What follows belongs to an exercise in optimizing a design on an open flow for small area and a short achievable clock period; a production flow would make more cautious choices.
The RTL of this run was laid out without a check of its function.

--- flow/constraint.sdc ---
create_clock -name core_clock -period 23.0 [get_ports {clk}]
set_input_delay 4.6000 -clock core_clock [delete_from_list [all_inputs] [get_ports {clk}]]
set_output_delay 4.6000 -clock core_clock [all_outputs]
set_load 0.01 [all_outputs]
--- flow/design.v ---
`timescale 1ns/10ps
module cs_fa(input a, input b, input c, output s, output co);
  assign s = a ^ b ^ c;
  assign co = (a & b) | (a & c) | (b & c);
endmodule
module cs_ha(input a, input b, output s, output co);
  assign s = a ^ b;
  assign co = a & b;
endmodule
module cs_hb(input a, input b, output s, output co);
  assign s = ~(a ^ b);
  assign co = a | b;
endmodule
module cs_xor(input a, input b, output y);
  assign y = a ^ b;
endmodule
module cs_xnor(input a, input b, output y);
  assign y = ~(a ^ b);
endmodule
module cs_maj(input a, input b, input c, output y);
  assign y = (a & b) | (a & c) | (b & c);
endmodule
module cs_and(input a, input b, output y);
  assign y = a & b;
endmodule
module cs_or(input a, input b, output y);
  assign y = a | b;
endmodule
module cs_inv(input a, output y);
  assign y = ~a;
endmodule
module cs_nand(input a, input b, output y);
  assign y = ~(a & b);
endmodule
module cs_orn(input a, input b, output y);
  assign y = a | ~b;
endmodule
module cs_o21a(input a, input b, input c, output y);
  assign y = (a | b) & c;
endmodule
module cs_nand3(input a, input b, input c, output y);
  assign y = ~(a & b & c);
endmodule
module cs_nor3(input a, input b, input c, output y);
  assign y = ~(a | b | c);
endmodule
module cs_or3(input a, input b, input c, output y);
  assign y = a | b | c;
endmodule
module cs_and9(input [8:0] a, output y, output ny);
  assign y = &a;
  assign ny = ~(&a);
endmodule
module cs_ao222i(input a0, input b0, input a1, input b1, input a2, input b2, output y);
  assign y = ~((a0 & b0) | (a1 & b1) | (a2 & b2));
endmodule
module cs_and3(input a, input b, input c, output y);
  assign y = a & b & c;
endmodule
module cs_o221a(input a1, input a2, input b1, input b2, input c, output y);
  assign y = (a1 | a2) & (b1 | b2) & c;
endmodule
module cs_mux(input s, input a, input b, output y);
  assign y = s ? b : a;
endmodule
module cs_ge(input [4:0] h, output g1, output g2);
  assign g1 = h[4] | (h[3] & (h[2] | h[1] | h[0]));
  assign g2 = h[4] & (h[3] | h[2] | h[1]);
endmodule
module cs_add8(input [7:0] a, input [7:0] b, output [7:0] s);
  assign s = a + b;
endmodule
module cs_add13(input [12:0] a, input [12:0] b, output [12:0] s);
  assign s = a + b;
endmodule
module CS(Y, X, reset, clk);
input clk, reset;
input [7:0] X;
output reg [9:0] Y;
reg [3:0] count;                  
reg [7:0] w0, w1, w2, w3, w4, w5, w6, w7, w8;    
reg [7:0] q;                      
reg [3:0] r;                      
wire full = (count == 4'd9);
wire en = full & ~reset;
wire [7:0] qn;
wire [3:0] rn;
wire [9:0] Yd;
always @(posedge clk) begin
  w0 <= X; w1 <= w0; w2 <= w1; w3 <= w2; w4 <= w3;
  w5 <= w4; w6 <= w5; w7 <= w6; w8 <= w7;
end
always @(posedge clk) begin
  if (reset) count <= 4'd0;
  else if (!full) count <= count + 4'd1;
end
always @(posedge clk) begin
  if (reset) begin q <= 8'd0; r <= 4'd0; end
  else begin q <= qn; r <= rn; end
end
always @(posedge clk) Y <= Yd;
wire n1, n2, n3, n4, n5, n6, n7, n8, n9, n10, n11, n12, n13, n14, n15, n16, n17, n18, n19, n20, n21, n22, n23, n24, n25, n26, n27, n28, n29, n30, n31, n32, n33, n34, n35, n36, n37, n38, n39, n40, n41, n42, n43, n44, n45, n46, n47, n48, n49, n50, n51, n52, n53, n54, n55, n56, n57, n58, n59, n60, n61, n62, n63, n64, n65, n66, n67, n68, n69, n70, n71, n72, n73, n74, n75, n76, n77, n78, n79, n80, n81, n82, n83, n84, n85, n86, n87, n88, n89, n90, n91, n92, n93, n94, n95, n96, n97, n98, n99, n100, n101, n102, n103, n104, n105, n106, n107, n108, n109, n110, n111, n112, n113, n114, n115, n116, n117, n118, n119, n120, n121, n122, n123, n124, n125, n126, n127, n128, n129, n130, n131, n132, n133, n134, n135, n136, n137, n138, n139, n140, n141, n142, n143, n144, n145, n146, n147, n148, n149, n150, n151, n152, n153, n154, n155, n156, n157, n158, n159, n160, n161, n162, n163, n164, n165, n166, n167, n168, n169, n170, n171, n172, n173, n174, n175, n176, n177, n178, n179, n180, n181, n182, n183, n184, n185, n186, n187, n188, n189, n190, n191, n192, n193, n194, n195, n196, n197, n198, n199, n200, n201, n202, n203, n204, n205, n206, n207, n208, n209, n210, n211, n212, n213, n214, n215, n216, n217, n218, n219, n220, n221, n222, n223, n224, n225, n226, n227, n228, n229, n230, n231, n232, n233, n234, n235, n236, n237, n238, n239, n240, n241, n242, n243, n244, n245, n246, n247, n248, n249, n250, n251, n252, n253, n254, n255, n256, n257, n258, n259, n260, n261, n262, n263, n264, n265, n266, n267, n268, n269, n270, n271, n272, n273, n274, n275, n276, n277, n278, n279, n280, n281, n282, n283, n284, n285, n286, n287, n288, n289, n290, n291, n292, n293, n294, n295, n296, n297, n298, n299, n300, n301, n302, n303, n304, n305, n306, n307, n308, n309, n310, n311, n312, n313, n314, n315, n316, n317, n318, n319, n320, n321, n322, n323, n324, n325, n326, n327, n328, n329, n330, n331, n332, n333, n334, n335, n336, n337, n338, n339, n340, n341, n342, n343, n344, n345, n346, n347, n348, n349, n350, n351, n352, n353, n354, n355, n356, n357, n358, n359, n360, n361, n362, n363, n364, n365, n366, n367, n368, n369, n370, n371, n372, n373, n374, n375, n376, n377, n378, n379, n380, n381, n382, n383, n384, n385, n386, n387, n388, n389, n390, n391, n392, n393, n394, n395, n396, n397, n398, n399, n400, n401, n402, n403, n404, n405, n406, n407, n408, n409, n410, n411, n412, n413, n414, n415, n416, n417, n418, n419, n420, n421, n422, n423, n424, n425, n426, n427, n428, n429;
cs_and u0 (.a(w8[0]), .b(full), .y(n1));
cs_and u1 (.a(w8[1]), .b(full), .y(n2));
cs_and u2 (.a(w8[2]), .b(full), .y(n3));
cs_and u3 (.a(w8[3]), .b(full), .y(n4));
cs_and u4 (.a(w8[4]), .b(full), .y(n5));
cs_and u5 (.a(w8[5]), .b(full), .y(n6));
cs_and u6 (.a(w8[6]), .b(full), .y(n7));
cs_and u7 (.a(w8[7]), .b(full), .y(n8));
cs_inv u8 (.a(n1), .y(n9));
cs_inv u9 (.a(n2), .y(n10));
cs_inv u10 (.a(n3), .y(n11));
cs_inv u11 (.a(n7), .y(n12));
cs_inv u12 (.a(n8), .y(n13));
cs_inv u13 (.a(r[0]), .y(n14));
cs_fa u14 (.a(n14), .b(n4), .c(n9), .s(n15), .co(n16));
cs_fa u15 (.a(r[1]), .b(r[0]), .c(n5), .s(n17), .co(n18));
cs_fa u16 (.a(n10), .b(n13), .c(n17), .s(n19), .co(n20));
cs_fa u17 (.a(r[2]), .b(n6), .c(n11), .s(n21), .co(n22));
cs_fa u18 (.a(n18), .b(n21), .c(n20), .s(n23), .co(n24));
cs_fa u19 (.a(r[3]), .b(n22), .c(n24), .s(n25), .co(n26));
cs_ha u20 (.a(n12), .b(n15), .s(n27), .co(n28));
cs_fa u21 (.a(n16), .b(n19), .c(n28), .s(n29), .co(n30));
cs_ha u22 (.a(n23), .b(n30), .s(n31), .co(n32));
cs_ha u23 (.a(n25), .b(n32), .s(n33), .co(n34));
cs_xor u24 (.a(n26), .b(n34), .y(n35));
cs_ge u25 (.h({n35, n33, n31, n29, n27}), .g1(n36), .g2(n37));
cs_fa u26 (.a(n27), .b(n36), .c(n37), .s(n38), .co(n39));
cs_fa u27 (.a(n29), .b(n36), .c(n37), .s(n40), .co(n41));
cs_fa u28 (.a(n31), .b(n36), .c(n37), .s(n42), .co(n43));
cs_ha u29 (.a(n39), .b(n40), .s(n44), .co(n45));
cs_fa u30 (.a(n41), .b(n42), .c(n45), .s(n46), .co(n47));
cs_fa u31 (.a(n33), .b(n43), .c(n47), .s(n48), .co(n49));
cs_inv u32 (.a(X[3]), .y(n50));
cs_inv u33 (.a(X[4]), .y(n51));
cs_inv u34 (.a(X[5]), .y(n52));
cs_fa u35 (.a(n38), .b(X[0]), .c(X[6]), .s(n53), .co(n54));
cs_fa u36 (.a(X[1]), .b(X[7]), .c(n51), .s(n55), .co(n56));
cs_fa u37 (.a(n44), .b(n54), .c(n55), .s(n57), .co(n58));
cs_fa u38 (.a(X[2]), .b(n52), .c(n56), .s(n59), .co(n60));
cs_fa u39 (.a(n46), .b(n58), .c(n59), .s(n61), .co(n62));
cs_fa u40 (.a(n60), .b(n48), .c(n62), .s(n63), .co(n64));
cs_ha u41 (.a(n50), .b(n53), .s(n65), .co(n66));
cs_ha u42 (.a(n57), .b(n66), .s(n67), .co(n68));
cs_ha u43 (.a(n61), .b(n68), .s(n69), .co(n70));
cs_ha u44 (.a(n63), .b(n70), .s(n71), .co(n72));
cs_xor u45 (.a(n64), .b(n72), .y(n73));
cs_ge u46 (.h({n73, n71, n69, n67, n65}), .g1(n74), .g2(n75));
cs_fa u47 (.a(n65), .b(n74), .c(n75), .s(n76), .co(n77));
cs_fa u48 (.a(n67), .b(n74), .c(n75), .s(n78), .co(n79));
cs_fa u49 (.a(n69), .b(n74), .c(n75), .s(n80), .co(n81));
cs_ha u50 (.a(n77), .b(n78), .s(n82), .co(n83));
cs_fa u51 (.a(n79), .b(n80), .c(n83), .s(n84), .co(n85));
cs_fa u52 (.a(n71), .b(n81), .c(n85), .s(n86), .co(n87));
cs_inv u53 (.a(n4), .y(n88));
cs_inv u54 (.a(n5), .y(n89));
cs_inv u55 (.a(n6), .y(n90));
cs_inv u56 (.a(q[1]), .y(n91));
cs_inv u57 (.a(q[5]), .y(n92));
cs_inv u58 (.a(q[6]), .y(n93));
cs_inv u59 (.a(q[7]), .y(n94));
cs_fa u60 (.a(q[0]), .b(n88), .c(n12), .s(n95), .co(n96));
cs_ha u61 (.a(n36), .b(n37), .s(n97), .co(n98));
cs_fa u62 (.a(n91), .b(n89), .c(n12), .s(n99), .co(n100));
cs_ha u63 (.a(n13), .b(X[4]), .s(n101), .co(n102));
cs_fa u64 (.a(q[2]), .b(q[1]), .c(n90), .s(n103), .co(n104));
cs_fa u65 (.a(n12), .b(n13), .c(X[5]), .s(n105), .co(n106));
cs_fa u66 (.a(n95), .b(n97), .c(X[3]), .s(n107), .co(n108));
cs_fa u67 (.a(n99), .b(n96), .c(n98), .s(n109), .co(n110));
cs_ha u68 (.a(X[6]), .b(X[7]), .s(n111), .co(n112));
cs_fa u69 (.a(n103), .b(n100), .c(X[6]), .s(n113), .co(n114));
cs_fa u70 (.a(X[7]), .b(n102), .c(n105), .s(n115), .co(n116));
cs_fa u71 (.a(q[3]), .b(n13), .c(n104), .s(n117), .co(n118));
cs_ha u72 (.a(X[7]), .b(n106), .s(n119), .co(n120));
cs_ha u73 (.a(X[6]), .b(n107), .s(n121), .co(n122));
cs_fa u74 (.a(n109), .b(n101), .c(n111), .s(n123), .co(n124));
cs_fa u75 (.a(n110), .b(n112), .c(n113), .s(n125), .co(n126));
cs_fa u76 (.a(n117), .b(n114), .c(n119), .s(n127), .co(n128));
cs_ha u77 (.a(q[4]), .b(n118), .s(n129), .co(n130));
cs_ha u78 (.a(n121), .b(n74), .s(n131), .co(n132));
cs_fa u79 (.a(n108), .b(n123), .c(n122), .s(n133), .co(n134));
cs_fa u80 (.a(n124), .b(n115), .c(n125), .s(n135), .co(n136));
cs_fa u81 (.a(n116), .b(n126), .c(n127), .s(n137), .co(n138));
cs_fa u82 (.a(n129), .b(n120), .c(n128), .s(n139), .co(n140));
cs_ha u83 (.a(n92), .b(n130), .s(n141), .co(n142));
cs_ha u84 (.a(q[5]), .b(n93), .s(n143), .co(n144));
cs_ha u85 (.a(q[6]), .b(n94), .s(n145), .co(n146));
cs_add8 u86 (.a({n145, n143, n141, n139, n137, n135, n133, n75}), .b({n144, n142, n140, n138, n136, n134, n132, n131}), .s({n154, n153, n152, n151, n150, n149, n148, n147}));
cs_inv u87 (.a(q[0]), .y(n155));
cs_inv u88 (.a(q[1]), .y(n156));
cs_inv u89 (.a(q[2]), .y(n157));
cs_inv u90 (.a(q[3]), .y(n158));
cs_inv u91 (.a(q[4]), .y(n159));
cs_inv u92 (.a(q[5]), .y(n160));
cs_inv u93 (.a(q[6]), .y(n161));
cs_inv u94 (.a(q[7]), .y(n162));
cs_inv u95 (.a(q[0]), .y(n163));
cs_inv u96 (.a(q[1]), .y(n164));
cs_inv u97 (.a(q[2]), .y(n165));
cs_inv u98 (.a(q[3]), .y(n166));
cs_inv u99 (.a(q[4]), .y(n167));
cs_inv u100 (.a(q[5]), .y(n168));
cs_inv u101 (.a(q[6]), .y(n169));
cs_inv u102 (.a(q[7]), .y(n170));
cs_inv u103 (.a(q[0]), .y(n171));
cs_inv u104 (.a(q[1]), .y(n172));
cs_inv u105 (.a(q[2]), .y(n173));
cs_inv u106 (.a(q[3]), .y(n174));
cs_inv u107 (.a(q[4]), .y(n175));
cs_inv u108 (.a(q[5]), .y(n176));
cs_inv u109 (.a(q[6]), .y(n177));
cs_inv u110 (.a(q[7]), .y(n178));
cs_and u111 (.a(w0[0]), .b(n155), .y(n179));
cs_maj u112 (.a(w0[1]), .b(n156), .c(n179), .y(n180));
cs_maj u113 (.a(w0[2]), .b(n157), .c(n180), .y(n181));
cs_maj u114 (.a(w0[3]), .b(n158), .c(n181), .y(n182));
cs_maj u115 (.a(w0[4]), .b(n159), .c(n182), .y(n183));
cs_maj u116 (.a(w0[5]), .b(n160), .c(n183), .y(n184));
cs_maj u117 (.a(w0[6]), .b(n161), .c(n184), .y(n185));
cs_maj u118 (.a(w0[7]), .b(n162), .c(n185), .y(n186));
cs_and u119 (.a(w1[0]), .b(n155), .y(n187));
cs_maj u120 (.a(w1[1]), .b(n156), .c(n187), .y(n188));
cs_maj u121 (.a(w1[2]), .b(n157), .c(n188), .y(n189));
cs_maj u122 (.a(w1[3]), .b(n158), .c(n189), .y(n190));
cs_maj u123 (.a(w1[4]), .b(n159), .c(n190), .y(n191));
cs_maj u124 (.a(w1[5]), .b(n160), .c(n191), .y(n192));
cs_maj u125 (.a(w1[6]), .b(n161), .c(n192), .y(n193));
cs_maj u126 (.a(w1[7]), .b(n162), .c(n193), .y(n194));
cs_and u127 (.a(w2[0]), .b(n155), .y(n195));
cs_maj u128 (.a(w2[1]), .b(n156), .c(n195), .y(n196));
cs_maj u129 (.a(w2[2]), .b(n157), .c(n196), .y(n197));
cs_maj u130 (.a(w2[3]), .b(n158), .c(n197), .y(n198));
cs_maj u131 (.a(w2[4]), .b(n159), .c(n198), .y(n199));
cs_maj u132 (.a(w2[5]), .b(n160), .c(n199), .y(n200));
cs_maj u133 (.a(w2[6]), .b(n161), .c(n200), .y(n201));
cs_maj u134 (.a(w2[7]), .b(n162), .c(n201), .y(n202));
cs_and u135 (.a(w3[0]), .b(n163), .y(n203));
cs_maj u136 (.a(w3[1]), .b(n164), .c(n203), .y(n204));
cs_maj u137 (.a(w3[2]), .b(n165), .c(n204), .y(n205));
cs_maj u138 (.a(w3[3]), .b(n166), .c(n205), .y(n206));
cs_maj u139 (.a(w3[4]), .b(n167), .c(n206), .y(n207));
cs_maj u140 (.a(w3[5]), .b(n168), .c(n207), .y(n208));
cs_maj u141 (.a(w3[6]), .b(n169), .c(n208), .y(n209));
cs_maj u142 (.a(w3[7]), .b(n170), .c(n209), .y(n210));
cs_and u143 (.a(w4[0]), .b(n163), .y(n211));
cs_maj u144 (.a(w4[1]), .b(n164), .c(n211), .y(n212));
cs_maj u145 (.a(w4[2]), .b(n165), .c(n212), .y(n213));
cs_maj u146 (.a(w4[3]), .b(n166), .c(n213), .y(n214));
cs_maj u147 (.a(w4[4]), .b(n167), .c(n214), .y(n215));
cs_maj u148 (.a(w4[5]), .b(n168), .c(n215), .y(n216));
cs_maj u149 (.a(w4[6]), .b(n169), .c(n216), .y(n217));
cs_maj u150 (.a(w4[7]), .b(n170), .c(n217), .y(n218));
cs_and u151 (.a(w5[0]), .b(n163), .y(n219));
cs_maj u152 (.a(w5[1]), .b(n164), .c(n219), .y(n220));
cs_maj u153 (.a(w5[2]), .b(n165), .c(n220), .y(n221));
cs_maj u154 (.a(w5[3]), .b(n166), .c(n221), .y(n222));
cs_maj u155 (.a(w5[4]), .b(n167), .c(n222), .y(n223));
cs_maj u156 (.a(w5[5]), .b(n168), .c(n223), .y(n224));
cs_maj u157 (.a(w5[6]), .b(n169), .c(n224), .y(n225));
cs_maj u158 (.a(w5[7]), .b(n170), .c(n225), .y(n226));
cs_and u159 (.a(w6[0]), .b(n171), .y(n227));
cs_maj u160 (.a(w6[1]), .b(n172), .c(n227), .y(n228));
cs_maj u161 (.a(w6[2]), .b(n173), .c(n228), .y(n229));
cs_maj u162 (.a(w6[3]), .b(n174), .c(n229), .y(n230));
cs_maj u163 (.a(w6[4]), .b(n175), .c(n230), .y(n231));
cs_maj u164 (.a(w6[5]), .b(n176), .c(n231), .y(n232));
cs_maj u165 (.a(w6[6]), .b(n177), .c(n232), .y(n233));
cs_maj u166 (.a(w6[7]), .b(n178), .c(n233), .y(n234));
cs_and u167 (.a(w7[0]), .b(n171), .y(n235));
cs_maj u168 (.a(w7[1]), .b(n172), .c(n235), .y(n236));
cs_maj u169 (.a(w7[2]), .b(n173), .c(n236), .y(n237));
cs_maj u170 (.a(w7[3]), .b(n174), .c(n237), .y(n238));
cs_maj u171 (.a(w7[4]), .b(n175), .c(n238), .y(n239));
cs_maj u172 (.a(w7[5]), .b(n176), .c(n239), .y(n240));
cs_maj u173 (.a(w7[6]), .b(n177), .c(n240), .y(n241));
cs_maj u174 (.a(w7[7]), .b(n178), .c(n241), .y(n242));
cs_and u175 (.a(w8[0]), .b(n171), .y(n243));
cs_maj u176 (.a(w8[1]), .b(n172), .c(n243), .y(n244));
cs_maj u177 (.a(w8[2]), .b(n173), .c(n244), .y(n245));
cs_maj u178 (.a(w8[3]), .b(n174), .c(n245), .y(n246));
cs_maj u179 (.a(w8[4]), .b(n175), .c(n246), .y(n247));
cs_maj u180 (.a(w8[5]), .b(n176), .c(n247), .y(n248));
cs_maj u181 (.a(w8[6]), .b(n177), .c(n248), .y(n249));
cs_maj u182 (.a(w8[7]), .b(n178), .c(n249), .y(n250));
cs_inv u183 (.a(n186), .y(n251));
cs_inv u184 (.a(n194), .y(n252));
cs_inv u185 (.a(n202), .y(n253));
cs_inv u186 (.a(n210), .y(n254));
cs_inv u187 (.a(n218), .y(n255));
cs_inv u188 (.a(n226), .y(n256));
cs_inv u189 (.a(n234), .y(n257));
cs_inv u190 (.a(n242), .y(n258));
cs_inv u191 (.a(n250), .y(n259));
cs_ao222i u192 (.a0(n251), .b0(w0[7]), .a1(n252), .b1(w1[7]), .a2(n253), .b2(w2[7]), .y(n260));
cs_ao222i u193 (.a0(n254), .b0(w3[7]), .a1(n255), .b1(w4[7]), .a2(n256), .b2(w5[7]), .y(n261));
cs_ao222i u194 (.a0(n257), .b0(w6[7]), .a1(n258), .b1(w7[7]), .a2(n259), .b2(w8[7]), .y(n262));
cs_and3 u195 (.a(n260), .b(n261), .c(n262), .y(n263));
cs_nand3 u196 (.a(n260), .b(n261), .c(n262), .y(n264));
cs_o21a u197 (.a(w0[7]), .b(n263), .c(n251), .y(n265));
cs_o21a u198 (.a(w1[7]), .b(n263), .c(n252), .y(n266));
cs_o21a u199 (.a(w2[7]), .b(n263), .c(n253), .y(n267));
cs_o21a u200 (.a(w3[7]), .b(n263), .c(n254), .y(n268));
cs_o21a u201 (.a(w4[7]), .b(n263), .c(n255), .y(n269));
cs_o21a u202 (.a(w5[7]), .b(n263), .c(n256), .y(n270));
cs_o21a u203 (.a(w6[7]), .b(n263), .c(n257), .y(n271));
cs_o21a u204 (.a(w7[7]), .b(n263), .c(n258), .y(n272));
cs_o21a u205 (.a(w8[7]), .b(n263), .c(n259), .y(n273));
cs_ao222i u206 (.a0(n265), .b0(w0[6]), .a1(n266), .b1(w1[6]), .a2(n267), .b2(w2[6]), .y(n274));
cs_ao222i u207 (.a0(n268), .b0(w3[6]), .a1(n269), .b1(w4[6]), .a2(n270), .b2(w5[6]), .y(n275));
cs_ao222i u208 (.a0(n271), .b0(w6[6]), .a1(n272), .b1(w7[6]), .a2(n273), .b2(w8[6]), .y(n276));
cs_and3 u209 (.a(n274), .b(n275), .c(n276), .y(n277));
cs_nand3 u210 (.a(n274), .b(n275), .c(n276), .y(n278));
cs_o21a u211 (.a(w0[6]), .b(n277), .c(n265), .y(n279));
cs_o21a u212 (.a(w1[6]), .b(n277), .c(n266), .y(n280));
cs_o21a u213 (.a(w2[6]), .b(n277), .c(n267), .y(n281));
cs_o21a u214 (.a(w3[6]), .b(n277), .c(n268), .y(n282));
cs_o21a u215 (.a(w4[6]), .b(n277), .c(n269), .y(n283));
cs_o21a u216 (.a(w5[6]), .b(n277), .c(n270), .y(n284));
cs_o21a u217 (.a(w6[6]), .b(n277), .c(n271), .y(n285));
cs_o21a u218 (.a(w7[6]), .b(n277), .c(n272), .y(n286));
cs_o21a u219 (.a(w8[6]), .b(n277), .c(n273), .y(n287));
cs_ao222i u220 (.a0(n279), .b0(w0[5]), .a1(n280), .b1(w1[5]), .a2(n281), .b2(w2[5]), .y(n288));
cs_ao222i u221 (.a0(n282), .b0(w3[5]), .a1(n283), .b1(w4[5]), .a2(n284), .b2(w5[5]), .y(n289));
cs_ao222i u222 (.a0(n285), .b0(w6[5]), .a1(n286), .b1(w7[5]), .a2(n287), .b2(w8[5]), .y(n290));
cs_and3 u223 (.a(n288), .b(n289), .c(n290), .y(n291));
cs_nand3 u224 (.a(n288), .b(n289), .c(n290), .y(n292));
cs_o21a u225 (.a(w0[5]), .b(n291), .c(n279), .y(n293));
cs_o21a u226 (.a(w1[5]), .b(n291), .c(n280), .y(n294));
cs_o21a u227 (.a(w2[5]), .b(n291), .c(n281), .y(n295));
cs_o21a u228 (.a(w3[5]), .b(n291), .c(n282), .y(n296));
cs_o21a u229 (.a(w4[5]), .b(n291), .c(n283), .y(n297));
cs_o21a u230 (.a(w5[5]), .b(n291), .c(n284), .y(n298));
cs_o21a u231 (.a(w6[5]), .b(n291), .c(n285), .y(n299));
cs_o21a u232 (.a(w7[5]), .b(n291), .c(n286), .y(n300));
cs_o21a u233 (.a(w8[5]), .b(n291), .c(n287), .y(n301));
cs_ao222i u234 (.a0(n293), .b0(w0[4]), .a1(n294), .b1(w1[4]), .a2(n295), .b2(w2[4]), .y(n302));
cs_ao222i u235 (.a0(n296), .b0(w3[4]), .a1(n297), .b1(w4[4]), .a2(n298), .b2(w5[4]), .y(n303));
cs_ao222i u236 (.a0(n299), .b0(w6[4]), .a1(n300), .b1(w7[4]), .a2(n301), .b2(w8[4]), .y(n304));
cs_and3 u237 (.a(n302), .b(n303), .c(n304), .y(n305));
cs_nand3 u238 (.a(n302), .b(n303), .c(n304), .y(n306));
cs_o21a u239 (.a(w0[4]), .b(n305), .c(n293), .y(n307));
cs_o21a u240 (.a(w1[4]), .b(n305), .c(n294), .y(n308));
cs_o21a u241 (.a(w2[4]), .b(n305), .c(n295), .y(n309));
cs_o21a u242 (.a(w3[4]), .b(n305), .c(n296), .y(n310));
cs_o21a u243 (.a(w4[4]), .b(n305), .c(n297), .y(n311));
cs_o21a u244 (.a(w5[4]), .b(n305), .c(n298), .y(n312));
cs_o21a u245 (.a(w6[4]), .b(n305), .c(n299), .y(n313));
cs_o21a u246 (.a(w7[4]), .b(n305), .c(n300), .y(n314));
cs_o21a u247 (.a(w8[4]), .b(n305), .c(n301), .y(n315));
cs_ao222i u248 (.a0(n307), .b0(w0[3]), .a1(n308), .b1(w1[3]), .a2(n309), .b2(w2[3]), .y(n316));
cs_ao222i u249 (.a0(n310), .b0(w3[3]), .a1(n311), .b1(w4[3]), .a2(n312), .b2(w5[3]), .y(n317));
cs_ao222i u250 (.a0(n313), .b0(w6[3]), .a1(n314), .b1(w7[3]), .a2(n315), .b2(w8[3]), .y(n318));
cs_and3 u251 (.a(n316), .b(n317), .c(n318), .y(n319));
cs_nand3 u252 (.a(n316), .b(n317), .c(n318), .y(n320));
cs_o21a u253 (.a(w0[3]), .b(n319), .c(n307), .y(n321));
cs_o21a u254 (.a(w1[3]), .b(n319), .c(n308), .y(n322));
cs_o21a u255 (.a(w2[3]), .b(n319), .c(n309), .y(n323));
cs_o21a u256 (.a(w3[3]), .b(n319), .c(n310), .y(n324));
cs_o21a u257 (.a(w4[3]), .b(n319), .c(n311), .y(n325));
cs_o21a u258 (.a(w5[3]), .b(n319), .c(n312), .y(n326));
cs_o21a u259 (.a(w6[3]), .b(n319), .c(n313), .y(n327));
cs_o21a u260 (.a(w7[3]), .b(n319), .c(n314), .y(n328));
cs_o21a u261 (.a(w8[3]), .b(n319), .c(n315), .y(n329));
cs_ao222i u262 (.a0(n321), .b0(w0[2]), .a1(n322), .b1(w1[2]), .a2(n323), .b2(w2[2]), .y(n330));
cs_ao222i u263 (.a0(n324), .b0(w3[2]), .a1(n325), .b1(w4[2]), .a2(n326), .b2(w5[2]), .y(n331));
cs_ao222i u264 (.a0(n327), .b0(w6[2]), .a1(n328), .b1(w7[2]), .a2(n329), .b2(w8[2]), .y(n332));
cs_and3 u265 (.a(n330), .b(n331), .c(n332), .y(n333));
cs_nand3 u266 (.a(n330), .b(n331), .c(n332), .y(n334));
cs_o21a u267 (.a(w0[2]), .b(n333), .c(n321), .y(n335));
cs_o21a u268 (.a(w1[2]), .b(n333), .c(n322), .y(n336));
cs_o21a u269 (.a(w2[2]), .b(n333), .c(n323), .y(n337));
cs_o21a u270 (.a(w3[2]), .b(n333), .c(n324), .y(n338));
cs_o21a u271 (.a(w4[2]), .b(n333), .c(n325), .y(n339));
cs_o21a u272 (.a(w5[2]), .b(n333), .c(n326), .y(n340));
cs_o21a u273 (.a(w6[2]), .b(n333), .c(n327), .y(n341));
cs_o21a u274 (.a(w7[2]), .b(n333), .c(n328), .y(n342));
cs_o21a u275 (.a(w8[2]), .b(n333), .c(n329), .y(n343));
cs_ao222i u276 (.a0(n335), .b0(w0[1]), .a1(n336), .b1(w1[1]), .a2(n337), .b2(w2[1]), .y(n344));
cs_ao222i u277 (.a0(n338), .b0(w3[1]), .a1(n339), .b1(w4[1]), .a2(n340), .b2(w5[1]), .y(n345));
cs_ao222i u278 (.a0(n341), .b0(w6[1]), .a1(n342), .b1(w7[1]), .a2(n343), .b2(w8[1]), .y(n346));
cs_and3 u279 (.a(n344), .b(n345), .c(n346), .y(n347));
cs_nand3 u280 (.a(n344), .b(n345), .c(n346), .y(n348));
cs_o21a u281 (.a(w0[1]), .b(n347), .c(n335), .y(n349));
cs_o21a u282 (.a(w1[1]), .b(n347), .c(n336), .y(n350));
cs_o21a u283 (.a(w2[1]), .b(n347), .c(n337), .y(n351));
cs_o21a u284 (.a(w3[1]), .b(n347), .c(n338), .y(n352));
cs_o21a u285 (.a(w4[1]), .b(n347), .c(n339), .y(n353));
cs_o21a u286 (.a(w5[1]), .b(n347), .c(n340), .y(n354));
cs_o21a u287 (.a(w6[1]), .b(n347), .c(n341), .y(n355));
cs_o21a u288 (.a(w7[1]), .b(n347), .c(n342), .y(n356));
cs_o21a u289 (.a(w8[1]), .b(n347), .c(n343), .y(n357));
cs_ao222i u290 (.a0(n349), .b0(w0[0]), .a1(n350), .b1(w1[0]), .a2(n351), .b2(w2[0]), .y(n358));
cs_ao222i u291 (.a0(n352), .b0(w3[0]), .a1(n353), .b1(w4[0]), .a2(n354), .b2(w5[0]), .y(n359));
cs_ao222i u292 (.a0(n355), .b0(w6[0]), .a1(n356), .b1(w7[0]), .a2(n357), .b2(w8[0]), .y(n360));
cs_and3 u293 (.a(n358), .b(n359), .c(n360), .y(n361));
cs_nand3 u294 (.a(n358), .b(n359), .c(n360), .y(n362));
cs_ha u295 (.a(q[0]), .b(q[3]), .s(n363), .co(n364));
cs_ha u296 (.a(q[1]), .b(q[4]), .s(n365), .co(n366));
cs_ha u297 (.a(q[2]), .b(q[5]), .s(n367), .co(n368));
cs_ha u298 (.a(q[3]), .b(q[6]), .s(n369), .co(n370));
cs_ha u299 (.a(q[4]), .b(q[7]), .s(n371), .co(n372));
cs_ha u300 (.a(r[3]), .b(n363), .s(n373), .co(n374));
cs_fa u301 (.a(n365), .b(n364), .c(n306), .s(n375), .co(n376));
cs_fa u302 (.a(n367), .b(n366), .c(n292), .s(n377), .co(n378));
cs_fa u303 (.a(n369), .b(n368), .c(n278), .s(n379), .co(n380));
cs_fa u304 (.a(n371), .b(n370), .c(n264), .s(n381), .co(n382));
cs_ha u305 (.a(q[5]), .b(n372), .s(n383), .co(n384));
cs_ha u306 (.a(q[0]), .b(r[0]), .s(n385), .co(n386));
cs_fa u307 (.a(q[1]), .b(r[1]), .c(n348), .s(n387), .co(n388));
cs_fa u308 (.a(q[2]), .b(r[2]), .c(n334), .s(n389), .co(n390));
cs_fa u309 (.a(n373), .b(n320), .c(n362), .s(n391), .co(n392));
cs_fa u310 (.a(n374), .b(n375), .c(n348), .s(n393), .co(n394));
cs_fa u311 (.a(n377), .b(n376), .c(n334), .s(n395), .co(n396));
cs_fa u312 (.a(n379), .b(n378), .c(n320), .s(n397), .co(n398));
cs_fa u313 (.a(n381), .b(n380), .c(n306), .s(n399), .co(n400));
cs_fa u314 (.a(n383), .b(n382), .c(n292), .s(n401), .co(n402));
cs_fa u315 (.a(q[6]), .b(n384), .c(n278), .s(n403), .co(n404));
cs_ha u316 (.a(q[7]), .b(n264), .s(n405), .co(n406));
cs_add13 u317 (.a({1'b0, n406, n405, n403, n401, n399, n397, n395, n393, n391, n389, n387, n362}), .b({1'b0, 1'b0, n404, n402, n400, n398, n396, n394, n392, n390, n388, n386, n385}), .s({n419, n418, n417, n416, n415, n414, n413, n412, n411, n410, n409, n408, n407}));
cs_and u318 (.a(n410), .b(en), .y(n420));
cs_and u319 (.a(n411), .b(en), .y(n421));
cs_and u320 (.a(n412), .b(en), .y(n422));
cs_and u321 (.a(n413), .b(en), .y(n423));
cs_and u322 (.a(n414), .b(en), .y(n424));
cs_and u323 (.a(n415), .b(en), .y(n425));
cs_and u324 (.a(n416), .b(en), .y(n426));
cs_and u325 (.a(n417), .b(en), .y(n427));
cs_and u326 (.a(n418), .b(en), .y(n428));
cs_and u327 (.a(n419), .b(en), .y(n429));
assign qn[0] = n147;
assign qn[1] = n148;
assign qn[2] = n149;
assign qn[3] = n150;
assign qn[4] = n151;
assign qn[5] = n152;
assign qn[6] = n153;
assign qn[7] = n154;
assign rn[0] = n76;
assign rn[1] = n82;
assign rn[2] = n84;
assign rn[3] = n86;
assign Yd[0] = n420;
assign Yd[1] = n421;
assign Yd[2] = n422;
assign Yd[3] = n423;
assign Yd[4] = n424;
assign Yd[5] = n425;
assign Yd[6] = n426;
assign Yd[7] = n427;
assign Yd[8] = n428;
assign Yd[9] = n429;
endmodule
--- flow/standard.sh ---
#!/bin/bash
# synth_recipe.tcl (not shown) runs the flow's synth.tcl, then flattens the netlist and writes it again
# the make line also repeats each setting of config.mk as NAME=value (left out here)
make -C /OpenROAD-flow-scripts/flow DESIGN_CONFIG=/design/flow/config.mk WORK_HOME=/design/flow/orfs CLKGATE_MAP_FILE= SYNTH_SCRIPT=/design/flow/synth_recipe.tcl "${@:-finish}"
--- flow/flow/run.sh ---
#!/bin/bash
# The standard layout (standard.sh), with ORFS's timing repair aimed at a
# setup slack of 13 ns at the design's clock period (SETUP_SLACK_MARGIN),
# so that repair_timing sizes and buffers the critical paths.
set -e
export SETUP_SLACK_MARGIN=13
bash standard.sh > standard.log 2>&1
--- flow/config.mk ---
export PLATFORM = sky130hd
export DESIGN_NAME = CS
export DESIGN_NICKNAME = CS
export VERILOG_FILES = /design/flow/design.v
export SDC_FILE = /design/flow/constraint.sdc
export NUM_CORES = 4
export LEC_CHECK = 0
export CAP_MARGIN = 20
export CORE_MARGIN = 2
export CORE_UTILIZATION = 40
export SLEW_MARGIN = 20
export SYNTH_HIERARCHICAL = 1
export SYNTH_MINIMUM_KEEP_SIZE = 0
==> impl_results.md <==
- Htree depth: 3
- Maximum root-to-sink buffer count: 2
- Vias in the first global route: 5118
- Fin Setup TNS: 0 ns
- Clock Sinks: 98
- Fillers: 1340
- Antenna diodes: 0
- Placed Cells incl. Taps: 809
- Most numerous cell on the critical path: buf_4
- R2R Setup Slk: 12.53 ns
- Final Max Slew Viols: 0
- Via-per-instance ratio: 5.32
- Initial DRC Count: 342
- Clock root cell: clkbuf_16
- Port bufs: 19
- Final Hold Fails: 0
- Worst R2R Start: q[0]
- Worst slew margin: 0.537
- Most frequent cells in the layout: dfxtp_1 (96), buf_4 (84), o21a_1 (64), maj3_2 (63), fa_1 (52)
- Worst-path clk slew: 0.07 ns
- Placer Congestion: 0.828
- Total of max-cap violations: 0
- Fin nets: 807
- Via Count: 4872
- Post-Route WL: 16.1 mm
- Final setup vio count: 0
- Worst path required time: 23.30 ns
- RSZ-0062 raised after global routing: yes
- Yosys warns: 7
- CP Data Arrival Time: 10.77 ns
- # IOs: 20
- Worst setup SP type: flop
- Post-layout util: 0.513
- Mapped Cells: 572
- Largest net degree at the start of global routing: 18
- Fin crit share: 0.455
- Layout Area Growth over Synthesis: 26.5%
- Final Critical Period: 10.47 ns
- CTS Buf Count: 9
- Syn avg cell area: 11.1 um2
- Critical Path Start: q[0]
- DIE AREA: 17000 um2
- TritonRoute pass-1 iters: 8
- Seq. cell area: 1970 um2
- Crit-path max FO: 5
- Hold_sp: w4[0]
- Num rows: 46
- Core Area: 15700 um2
- Critical path's largest stage delay: 0.55 ns
- Initial Util: 0.406
- Post-route antenna net violation count: 0
- Outcome: complete, no violations
- Grt ovf: 0
- Hold_buf cts: 0
- WL/cell: 17.6 um
- Die width: 130 um
- Tightest Hold Check Type: flop to flop
- CP Capture Type: flop
- Max Clock Skew: 0.00971 ns
- HPWL Detailed: 11.1 mm
- Hold slack final: 0.370 ns
- Die Y: 130 um
- Residual DRC count: 0
- Worst path slowest cell: fa_1
- Most common cell after layout, fill and taps aside: dfxtp_1
- CTS tree: built
- Non-Filler Instances: 915
- Max Clk Rate: 95.5 MHz
- GRT Util Overall: 0.199
- Initial antenna violation count: 0
- Worst Tran Pin Value: 0.695 ns
- Layout cells sized above 1: 0.313
- Worst-skew pair later-pin latency: 0.36 ns
- Critical path start-end classification: flop to flop
- Mapped Area: 6370 um2
- First-pass GRT wire length: 25.9 mm
- Area of the multi-input gates: 4430 um2
path summary, 6_finish.rpt:
check | endpoint | cells past startpoint
worst min register to register | w5[0] | 0
worst max register to register | Y[7] | 60
worst min-delay path | w5[0] | 0
worst max-delay path | Y[7] | 60
metal layers:
| metal | vias to the layer above | wire length, um | GRT usage |
|---|---|---|---|
| met2 | 134 | 7840 | 0.337 |
| met1 | 2367 | 7000 | 0.239 |
| met4 | 0 | 691 | 0.0980 |
| met3 | 48 | 582 | 0.0455 |
| met5 | - | 0 | 0 |
| li1 | 2323 | - | - |
repair_timing:
item | 4_1_cts | 5_1_grt
setup buffers | 65 | 18
pin swaps | 52 | 34
cloned | 7 | 0
endpoints found under the setup margin | 10 | 10
resized for setup | 34 | 23
worst max-delay path: cells and delay by family (launching register included):
family | cells | cell delay (ns)
AOI/OAI and AO/OA | 2 | 0.32
xor gates and xnor gates | 1 | 0.15
adders and majority gates | 10 | 3.53
buffers and inverters | 42 | 5.12
DFF | 1 | 0.40
and+or+nand+nor | 5 | 0.87
layout make-up:
class                   count  share of cell area
multi-input cells         425               0.550
flip-flops and latches     98               0.244
repair buffers            103               0.102
well taps                 216              0.0335
clock buffers              10              0.0296
inverters                  57              0.0265
clock inverters             6              0.0141
per-stage QoR:
step	instance area [um2]	worst slack, ns
after floorplan	6380	13.03
after global routing	8060	12.21
final	8060	12.53
after detailed placement	6840	11.76
after CTS	7860	12.92
after global placement	6840	11.99
state kept, by name, summed over array words and instances, names as in the netlist:
| name | count |
|---|---|
| Y | 10 |
| count | 4 |
| q | 8 |
| r | 4 |
| w0 | 8 |
| w1 | 8 |
| w2 | 8 |
| w3 | 8 |
| w4 | 8 |
| w5 | 8 |
| w6 | 8 |
| w7 | 8 |
| w8 | 8 |

-- re-timing with driven ports --
The flow's constraints put no driver on any port. The routed layout listed below was extracted and timed again, unchanged, in two steps. Step 1, drivers: a clkbuf_16 drives clk and a buf_2 each remaining input, both assumed. Step 2 also shifts input and output timing later by t, the mid clock arrival at the registers, as if the neighbouring blocks saw the same clock. Slacks: no drivers / after step 1 / after step 2; pairs: no drivers / after step 1.
t, ns: 0.397
setup slack, ns: 12.526 / 12.526 / 12.526
worst data-port slew with drivers (ns): 0.03
After both steps this run still meets setup and hold. The setup slack of this run moves by 0.000 ns with the drivers and by 0.000 ns with both steps.
